What follows belongs to an exercise in optimizing a design on an open flow for small area; a production flow would make more cautious choices.
Function was checked by simulation only, so behaviour that the tests miss may differ from the original.
Power figures rest on the tool's default switching activity, not on a simulated workload.

$ cat flow/run.sh
#!/bin/bash
# synth_recipe.tcl (not shown) runs the flow's synth.tcl, then flattens the netlist and writes it again
# the make line also repeats each setting of config.mk as NAME=value (left out here)
make -C /OpenROAD-flow-scripts/flow DESIGN_CONFIG=/design/flow/config.mk WORK_HOME=/design/flow/orfs CLKGATE_MAP_FILE= SYNTH_SCRIPT=/design/flow/synth_recipe.tcl finish
$ cat flow/config.mk
export PLATFORM = sky130hd
export DESIGN_NAME = pkt_checker
export DESIGN_NICKNAME = pkt_checker
export VERILOG_FILES = /design/flow/design.v
export SDC_FILE = /design/flow/constraint.sdc
export NUM_CORES = 4
export LEC_CHECK = 0
export CAP_MARGIN = 20
export CORE_MARGIN = 2
export CORE_UTILIZATION = 40
export SLEW_MARGIN = 20
$ cat flow/constraint.sdc
create_clock -name core_clock -period 4.5 [get_ports {clk}]
set_input_delay 0.9000 -clock core_clock [delete_from_list [all_inputs] [get_ports {clk}]]
set_output_delay 0.9000 -clock core_clock [all_outputs]
set_load 0.01 [all_outputs]
$ cat flow/design.v
module spt(
input clk_100m,
input rst_spt_n,
output reg spt_cpuif_head_err,
output reg spt_cpuif_tail_err,
output reg spt_cpuif_short_pkt,
output reg spt_cpuif_long_pkt,
output reg spt_cpuif_ok_pkt,
input vid_in,
input [15:0]data_in,
output SRAM_WE_A_N,
output [9:0]SRAM_ADDR_A,
output [16:0]SRAM_WDATA_A,
output [9:0]LAST_ADDR);
wire [15:0]payload_data_sum1;
reg vid_in_d0,vid_in_d1,vid_in_d2,vid_in_d3,vid_in_d4;
reg [9:0]data_cnt;
reg [16:0]payload_data_sum;
always@(posedge clk_100m)
if (!rst_spt_n)begin
vid_in_d0<=1'b0;
vid_in_d1<=1'b0;
vid_in_d2<=1'b0;
vid_in_d3<=1'b0;
vid_in_d4<=1'b0;
end
else begin
vid_in_d0<=vid_in;
vid_in_d1<=vid_in_d0;
vid_in_d2<=vid_in_d1;
vid_in_d3<=vid_in_d2;
vid_in_d4<=vid_in_d3;
end
wire vid_in_posedge=vid_in_d2&~vid_in_d3;
wire vid_in_negedge=~vid_in_d0&vid_in_d1;
wire payload_flag=vid_in_d2&vid_in_d3;
reg [15:0]data_1,data_2,data_3,data_reg;
always@(posedge clk_100m)
if(!rst_spt_n)begin
data_1<=16'h0000;
data_2<=16'h0000;
data_3<=16'h0000;
data_reg<=16'h0000;
end
else if(vid_in|vid_in_d0|vid_in_d1|vid_in_d2)begin
data_1<=data_in;
data_2<=data_1;
data_3<=data_2;
data_reg<=data_3;
end
reg[1:0]cs,nxst;
parameter [1:0]
INIT=2'b00,
HEAD=2'b01,
LOAD=2'b11,
TAIL=2'b10;
wire init_st=cs==INIT;
wire head_st=cs==HEAD;
wire load_st=cs==LOAD;
wire tail_st=cs==TAIL;
always @(posedge clk_100m)
if(!rst_spt_n)
cs<=INIT;
else
cs<=nxst;
always @(*)
case(cs)
INIT:
if(vid_in_posedge)
nxst=HEAD;
else
nxst=cs;
HEAD:
if(vid_in_d1)
nxst=LOAD;
else
nxst=INIT;
LOAD:
if(vid_in_d1)
nxst=LOAD;
else
nxst=TAIL;
TAIL:
nxst=INIT;
endcase
always@(posedge clk_100m)
if(!rst_spt_n)
data_cnt<=10'h000;
else if(head_st)
data_cnt<=10'h000;
else if(load_st)
data_cnt<=data_cnt+1;
always @(posedge clk_100m)
if(!rst_spt_n)
payload_data_sum<=17'h0_0000;
else if(head_st)
payload_data_sum<=17'h0_0000;
else if(payload_flag)
payload_data_sum<=data_reg+payload_data_sum1;
wire[15:0]tail_expect=(payload_data_sum1==16'hffff) ? payload_data_sum1:~payload_data_sum1;
assign payload_data_sum1=payload_data_sum[16]+payload_data_sum[15:0];
always@(posedge clk_100m)
if(!rst_spt_n)
spt_cpuif_head_err<=1'b0;
else if(tail_st)
spt_cpuif_head_err<=1'b0;
else if(head_st)
spt_cpuif_head_err<=data_reg!=16'h55d5;
always@(posedge clk_100m)
if(!rst_spt_n)
spt_cpuif_tail_err<=1'b0;
else if(head_st)
spt_cpuif_tail_err<=1'b0;
else if(tail_st)
spt_cpuif_tail_err<=data_reg!=tail_expect & data_cnt>=20 & data_cnt<=600;
always@(posedge clk_100m)
if(!rst_spt_n)
spt_cpuif_short_pkt<=1'b0;
else if(head_st)
spt_cpuif_short_pkt<=1'b0;
else if (tail_st)
spt_cpuif_short_pkt<=data_cnt<=20&data_cnt>3;
always@(posedge clk_100m)
if(!rst_spt_n)
spt_cpuif_long_pkt<=1'b0;
else if(head_st)
spt_cpuif_long_pkt<=1'b0;
else if(tail_st)
spt_cpuif_long_pkt<=data_cnt>601;
always@(posedge clk_100m)
if(!rst_spt_n)
spt_cpuif_ok_pkt<=1'b0;
else if(head_st)
spt_cpuif_ok_pkt<=1'b0;
else if(tail_st)
spt_cpuif_ok_pkt<=data_cnt>20 & data_cnt<=601 & data_reg==tail_expect &~spt_cpuif_head_err;
reg [9:0]last_addr;
reg spt_cs_a_n;
always@(posedge clk_100m)
if(!rst_spt_n)
spt_cs_a_n<=1'b1;
else if(!vid_in_d3&vid_in_d4)
spt_cs_a_n<=1'b1;
else if(vid_in_d3&!vid_in_d4)
spt_cs_a_n<=data_reg!=16'h55d5;
reg [9:0]spt_addr_a;
assign SRAM_WE_A_N=spt_cs_a_n;
assign SRAM_WDATA_A={vid_in_negedge,data_reg[7:0],data_reg[15:8]};
always@(posedge clk_100m)
if(!rst_spt_n)
spt_addr_a<=10'h000;
else if (head_st)
spt_addr_a<=spt_cpuif_ok_pkt? spt_addr_a : last_addr;
else if(vid_in_d2&vid_in_d3)
spt_addr_a<=spt_addr_a+1;
assign SRAM_ADDR_A=spt_addr_a;
always@(posedge clk_100m)
if(!rst_spt_n)
last_addr<=10'h000;
else if(spt_cpuif_ok_pkt)
last_addr<=spt_addr_a;
assign LAST_ADDR=last_addr;
endmodule
module pkt_stats(
input clk_100m,
input rst_core_n,
input spt_cpuif_head_err,
input spt_cpuif_tail_err,
input spt_cpuif_short_pkt,
input spt_cpuif_long_pkt,
input spt_cpuif_ok_pkt,
input CPU_RD,
input [15:0]CPU_ADDR,
output reg [31:0]CPU_RDATA
);
wire [15:0]cpuif_addr=CPU_ADDR;
wire reb_posedge=CPU_RD;
reg spt_cpuif_head_err_reg1,spt_cpuif_head_err_reg2;
always @(posedge clk_100m)
if(!rst_core_n)begin
spt_cpuif_head_err_reg1<=1'b0;
spt_cpuif_head_err_reg2<=1'b0;
end
else begin
spt_cpuif_head_err_reg1<=spt_cpuif_head_err;
spt_cpuif_head_err_reg2<=spt_cpuif_head_err_reg1;
end
wire spt_cpuif_head_err_posedge=spt_cpuif_head_err_reg1&~spt_cpuif_head_err_reg2;
reg spt_cpuif_tail_err_reg1,spt_cpuif_tail_err_reg2;
always @(posedge clk_100m)
if(!rst_core_n)begin
spt_cpuif_tail_err_reg1<=1'b0;
spt_cpuif_tail_err_reg2<=1'b0;
end
else begin
spt_cpuif_tail_err_reg1<=spt_cpuif_tail_err;
spt_cpuif_tail_err_reg2<=spt_cpuif_tail_err_reg1;
end
wire spt_cpuif_tail_err_posedge=spt_cpuif_tail_err_reg1&~spt_cpuif_tail_err_reg2;
reg spt_cpuif_short_pkt_reg1,spt_cpuif_short_pkt_reg2;
always @(posedge clk_100m)
if(!rst_core_n)begin
spt_cpuif_short_pkt_reg1<=1'b0;
spt_cpuif_short_pkt_reg2<=1'b0;
end
else begin
spt_cpuif_short_pkt_reg1<=spt_cpuif_short_pkt;
spt_cpuif_short_pkt_reg2<=spt_cpuif_short_pkt_reg1;
end
wire spt_cpuif_short_pkt_posedge=spt_cpuif_short_pkt_reg1&~spt_cpuif_short_pkt_reg2;
reg spt_cpuif_long_pkt_reg1,spt_cpuif_long_pkt_reg2;
always @(posedge clk_100m)
if(!rst_core_n)begin
spt_cpuif_long_pkt_reg1<=1'b0;
spt_cpuif_long_pkt_reg2<=1'b0;
end
else begin
spt_cpuif_long_pkt_reg1<=spt_cpuif_long_pkt;
spt_cpuif_long_pkt_reg2<=spt_cpuif_long_pkt_reg1;
end
wire spt_cpuif_long_pkt_posedge=spt_cpuif_long_pkt_reg1&~spt_cpuif_long_pkt_reg2;
reg spt_cpuif_ok_pkt_reg1,spt_cpuif_ok_pkt_reg2;
always @(posedge clk_100m)
if(!rst_core_n)begin
spt_cpuif_ok_pkt_reg1<=1'b0;
spt_cpuif_ok_pkt_reg2<=1'b0;
end
else begin
spt_cpuif_ok_pkt_reg1<=spt_cpuif_ok_pkt;
spt_cpuif_ok_pkt_reg2<=spt_cpuif_ok_pkt_reg1;
end
wire spt_cpuif_ok_pkt_posedge=spt_cpuif_ok_pkt_reg1&~spt_cpuif_ok_pkt_reg2;
reg [15:0]head_err_cnt;
always@(posedge clk_100m)
if(!rst_core_n)
head_err_cnt<=16'h0000;
else if(~reb_posedge&head_err_cnt==2**16-1)
head_err_cnt<=head_err_cnt;
else if(reb_posedge&~spt_cpuif_head_err_posedge)
head_err_cnt<=16'h0000;
else if(reb_posedge&spt_cpuif_head_err_posedge)
head_err_cnt<=16'h0001;
else if(spt_cpuif_head_err_posedge)
head_err_cnt<=head_err_cnt+1;
reg [15:0]tail_err_cnt;
always@(posedge clk_100m)
if(!rst_core_n)
tail_err_cnt<=16'h0000;
else if(~reb_posedge&tail_err_cnt==2**16-1)
tail_err_cnt<=tail_err_cnt;
else if(reb_posedge&~spt_cpuif_tail_err_posedge)
tail_err_cnt<=16'h0000;
else if(reb_posedge&spt_cpuif_tail_err_posedge)
tail_err_cnt<=16'h0001;
else if(spt_cpuif_tail_err_posedge)
tail_err_cnt<=tail_err_cnt+1;
reg [15:0]short_pkt_cnt;
always@(posedge clk_100m)
if(!rst_core_n)
short_pkt_cnt<=16'h0000;
else if( ~reb_posedge& short_pkt_cnt==2**16-1)
short_pkt_cnt<=short_pkt_cnt;
else if(reb_posedge&~spt_cpuif_short_pkt_posedge)
short_pkt_cnt<=16'h0000;
else if(reb_posedge&spt_cpuif_short_pkt_posedge)
short_pkt_cnt<=16'h0001;
else if(spt_cpuif_short_pkt_posedge)
short_pkt_cnt<=short_pkt_cnt+1;
reg [15:0]long_pkt_cnt;
always@(posedge clk_100m)
if(!rst_core_n)
long_pkt_cnt<=16'h0000;
else if(~reb_posedge& long_pkt_cnt==2**16-1)
long_pkt_cnt<=long_pkt_cnt;
else if(reb_posedge&~spt_cpuif_long_pkt_posedge)
long_pkt_cnt<=16'h0000;
else if(reb_posedge&spt_cpuif_long_pkt_posedge)
long_pkt_cnt<=16'h0001;
else if(spt_cpuif_long_pkt_posedge)
long_pkt_cnt<=long_pkt_cnt+1;
reg [15:0]ok_pkt_cnt;
always@(posedge clk_100m)
if(!rst_core_n)
ok_pkt_cnt<=16'h0000;
else if(~reb_posedge& ok_pkt_cnt==2**16-1)
ok_pkt_cnt<=ok_pkt_cnt;
else if(reb_posedge&~spt_cpuif_ok_pkt_posedge)
ok_pkt_cnt<=16'h0000;
else if(reb_posedge&spt_cpuif_ok_pkt_posedge)
ok_pkt_cnt<=16'h0001;
else if(spt_cpuif_ok_pkt_posedge)
ok_pkt_cnt<=ok_pkt_cnt+1;
reg[31:0]register_out;
always@(*)
case(cpuif_addr)
16'h4100:register_out={16'h0000,head_err_cnt};
16'h4104:register_out={16'h0000,tail_err_cnt};
16'h4108:register_out={16'h0000,short_pkt_cnt};
16'h410C:register_out={16'h0000,long_pkt_cnt};
16'h4110:register_out={16'h0000,ok_pkt_cnt};
default:register_out=32'h0000_0000;
endcase
always @(posedge clk_100m)
if(!rst_core_n)
CPU_RDATA<=32'h0000_0000;
else if(reb_posedge)
CPU_RDATA<=register_out;
endmodule
module pkt_checker(
input clk,
input rst_n,
input vid_in,
input [15:0]data_in,
input cpu_rd,
input [15:0]cpu_addr,
output [31:0]cpu_rdata,
output head_err,
output tail_err,
output short_pkt,
output long_pkt,
output ok_pkt,
output buf_we,
output [9:0]buf_waddr,
output [16:0]buf_wdata,
output [9:0]buf_commit
);
wire sram_we_a_n;
spt spt_0(
.clk_100m(clk),
.rst_spt_n(rst_n),
.spt_cpuif_head_err(head_err),
.spt_cpuif_tail_err(tail_err),
.spt_cpuif_short_pkt(short_pkt),
.spt_cpuif_long_pkt(long_pkt),
.spt_cpuif_ok_pkt(ok_pkt),
.vid_in(vid_in),
.data_in(data_in),
.SRAM_WE_A_N(sram_we_a_n),
.SRAM_ADDR_A(buf_waddr),
.SRAM_WDATA_A(buf_wdata),
.LAST_ADDR(buf_commit));
assign buf_we=~sram_we_a_n;
pkt_stats pkt_stats_0(
.clk_100m(clk),
.rst_core_n(rst_n),
.spt_cpuif_head_err(head_err),
.spt_cpuif_tail_err(tail_err),
.spt_cpuif_short_pkt(short_pkt),
.spt_cpuif_long_pkt(long_pkt),
.spt_cpuif_ok_pkt(ok_pkt),
.CPU_RD(cpu_rd),
.CPU_ADDR(cpu_addr),
.CPU_RDATA(cpu_rdata));
endmodule
==> results.yml <==
critical_path:
  r2r-start: "spt_0.payload_data_sum[0]"
  rr_endpoint: "spt_0.payload_data_sum[15]"
  reg2reg_slack_ps: 590
  criticalPathCategory: "flip-flop to flip-flop"
  worstSetupEndpointType: "flip-flop"
  cp_max_fo: 6
  cp.arrival_ps: 4370
  critPathCapture: "spt_0.payload_data_sum[15]"
  worst-endpoint-required_ps: 4950
  slowest_delay_ps: 390
  crit_chain: "ha_1 -> ha_1 -> nand3_1 -> xor2_1 -> inv_1 -> ha_1 -> and3_1 -> a221o_1 -> o41a_1 -> a221oi_1 -> o21ai_0 -> xor2_1 -> nand2_1 -> a21oi_1"
  worstSetupStartpoint: "spt_0.payload_data_sum[0]"
  r2r_cells: 14
  cp-start-kind: "flip-flop"
  critPathMostFrequentCell: "ha_1"
  cp_slowest_cell: "o41a_1"
timing:
  worst_pin_slew_ps: 887
  min_period_over_period: 0.869
  fmax_mhz: 256
  setup_ws_ps: 588
  final.setup.tns_ps: 0
  maxSlewHeadroom: 0.408
  setup_viol: 0
  slew_violations: 0
  fin_crit_ps: 3910
  finalClockSkew_ps: 14.3
  rsz0062_at_grt: "false"
  hold_violations: 0
logic_synthesis:
  synth_seq_cells: 230
  syn_area_um2: 11300
  synth_edf_count: 0
  synth_ff_type: "dfxtp_1"
  synth-async-reset-ratio: 0
  synth_seq_area_share: 0.408
  avgSynthCellArea_um2: 8.34
  synth_cell_type_count: 67
  syn_inst: 1353
  ys_warn_count: 2
clocking:
  htreeDepth: 1
  cts_resized: 0
  ctsHoldBuffers: 0
  post_cts_buffers: 0
  clock-sinks: 230
  clk_latency_ps: 540
  path_clk_slew_ps: 50
  cts_tree: "done"
  cts_buffers: 27
  clock_path_buffers: 3
  cts-root-buf: "clkbuf_16"
routing:
  wl_per_cell_um: 15.6
  first_pass_iters: 8
  drtIter0Drc: 798
  drc: 0
  vias: 9709
  drtAntennaViolNets: 0
  wl_mm: 28.4
  viasPerCell: 5.34
final_layout:
  fillers: 2802
  top_register: "spt_0.payload_data_sum"
  multi_input_area_um2: 6270
  stdcell_count: 1819
  seqCellArea_um2: 4600
  drive_gt1_frac: 0.0493
  syn2layout_area_growth_pct: 18.7
  antenna_cells: 0
  fin_nets: 1487
  fin_util: 0.482
  largest_register_ffs: 17
grt:
  grt_pass1_vias: 8851
  grt_max_degree: 95
  grt-ovfl-total: 0
  grt_pass1_wl_mm: 45.7
  antenna_found_initial: 0
  grt_usage: 0.190
worst_hold_path:
  hp-start: "pkt_stats_0.spt_cpuif_long_pkt_reg1"
  min_path_type: "flip-flop to flip-flop"
  holdPathStages: 1
power:
  peakVddDrop_mv: 0.249
  p_per_area_nw_per_um2: 337
  p_leak_nw: 4.69
  p_total_w: 0.00451
placement:
  finalWeightedCongestion: 0.916
  pre_cts_ws_ps: 620
  port_buffers: 94
  dp_hpwl_mm: 19.7
  place_inst: 1770
die:
  die_w_um: 172
  die_h_um: 172
  coreArea_um2: 27800
  dieArea_um2: 29600
  rows: 61
  ioPinCount: 111
  start_util: 0.406
outcome:
  outcome: "finished clean"
job:
  drv_cap: 0
-- kinds of logic (layout without fill, tap and decap cells) --
group	count (synthesis)	in the layout	share of synthesized area
adders and majority gates	30	30	0.0339
muxes	18	18	0.0160
and+or+nand+nor	588	588	0.250
AOI/OAI and AO/OA	267	267	0.161
xor gates and xnor gates	112	112	0.0894
DFF	230	230	0.408
other	1	16	0.000332
buffers and inverters	107	180	0.0417
-- cells in the final DEF, fill, tap and decap left out, types with 19 or more instances in the layout --
master,instances
ha_1,29
nand4_1,28
xor2_1,68
a21oi_1,47
a31oi_1,21
or3_1,20
a21boi_0,69
clkdlybuf4s50_1,93
nor2b_1,24
nand3_1,43
and2_1,28
inv_1,23
nor2_1,124
a222oi_1,19
o21ai_0,52
clkbuf_16,27
nor3_1,29
xnor2_1,42
dfxtp_1,230
nand2_1,217
-- power by group --
| group | internal (W) | switching [W] |
|---|---|---|
| sequential | 0.00207 | 0.0000228 |
| combinational | 0.0000849 | 0.000111 |
| clock | 0.00134 | 0.000879 |
-- worst max-delay path, delay by kind of cell, from the launching register on --
| family | cells | cell delay (ps) |
|---|---|---|
| adder cells (fa/ha/maj) | 3 | 910 |
| flip-flops | 1 | 360 |
| XOR/XNOR | 2 | 500 |
| AO/OA/AOI/OAI | 5 | 1460 |
| buffers and inverters | 1 | 80 |
| AND/OR/NAND/NOR | 3 | 520 |
-- worst min-delay path by stage --
stage | end | slack, ps
final | pkt_stats_0.spt_cpuif_long_pkt_reg2 | 450
after global routing | pkt_stats_0.spt_cpuif_long_pkt_reg2 | 460
after CTS | pkt_stats_0.spt_cpuif_long_pkt_reg2 | 450
after detailed placement | pkt_stats_0.spt_cpuif_long_pkt_reg2 | 440
after global placement | pkt_stats_0.spt_cpuif_long_pkt_reg2 | 430
after floorplan | pkt_stats_0.spt_cpuif_long_pkt_reg2 | 420
-- through the flow --
stage	cell area (um2)	hold slack [ps]
final	13400	449
after global routing	13400	459
after CTS	13400	453
after detailed placement	12500	435
after global placement	12500	433
after floorplan	11300	421
-- final cells by class --
type	count	area share
inverters	23	0.00645
well taps	378	0.0353
repair buffers	108	0.0779
clock buffers	34	0.0554
flip-flops and latches	230	0.344
multi-input cells	1031	0.468
clock inverters	15	0.0129
-- layer usage --
layer  vias up  global-route usage  part of all wire
met4         0              0.0566             0.027
met2       236               0.316              0.46
met5         -                   0                 0
met3        51              0.0240             0.049
met1      4576               0.257              0.46
li1       4846                   -                 -
-- Yosys cell counts (all sizes together) (3+ instances only) --
master / instances / share of area
dfxtp: 230 / 0.41
nand2: 217 / 0.072
nor2: 124 / 0.041
a21boi: 70 / 0.047
xor2: 68 / 0.053
clkbuf: 60 / 0.020
o21ai: 53 / 0.024
a21oi: 47 / 0.021
nand3: 44 / 0.020
xnor2: 42 / 0.033
and2: 30 / 0.017
ha: 29 / 0.032
nand4: 29 / 0.017
nor3: 29 / 0.013
buf: 24 / 0.014
nor2b: 24 / 0.013
inv: 23 / 0.0077
a31oi: 21 / 0.012
or3: 20 / 0.011
a222oi: 19 / 0.017
a22oi: 18 / 0.012
mux2i: 18 / 0.016
and3: 16 / 0.0089
nand2b: 15 / 0.0083
nor4: 10 / 0.0061
and4: 8 / 0.0062
o21a: 6 / 0.0040
or4: 6 / 0.0040
a41oi: 5 / 0.0039
nor4b: 5 / 0.0039
a211oi: 4 / 0.0027
a221oi: 3 / 0.0023

## static timing again, ports no longer ideal
The flow's constraints put no driver on any port. The routed layout listed below was extracted and timed again, unchanged, in two steps. Step 1 assumes that a clkbuf_16 drives the clock port and a buf_2 every other input. Step 2, shift: input delay + t, output delay - t, t = (earliest + latest rising clock arrival at the registers) / 2. This alone moves slack from input paths to output paths. Slacks: ideal ports / drivers / drivers and shift; pairs: ideal ports / drivers.
shift t [ns]: 0.581
setup WS [ns]: 0.588 / 0.588 / 0.588
slew at the worst register clock pin (ns): 0.06 / 0.06
After both steps this run still meets setup and hold. The setup slack of this run moves by 0.000 ns with the drivers and by 0.000 ns with both steps.
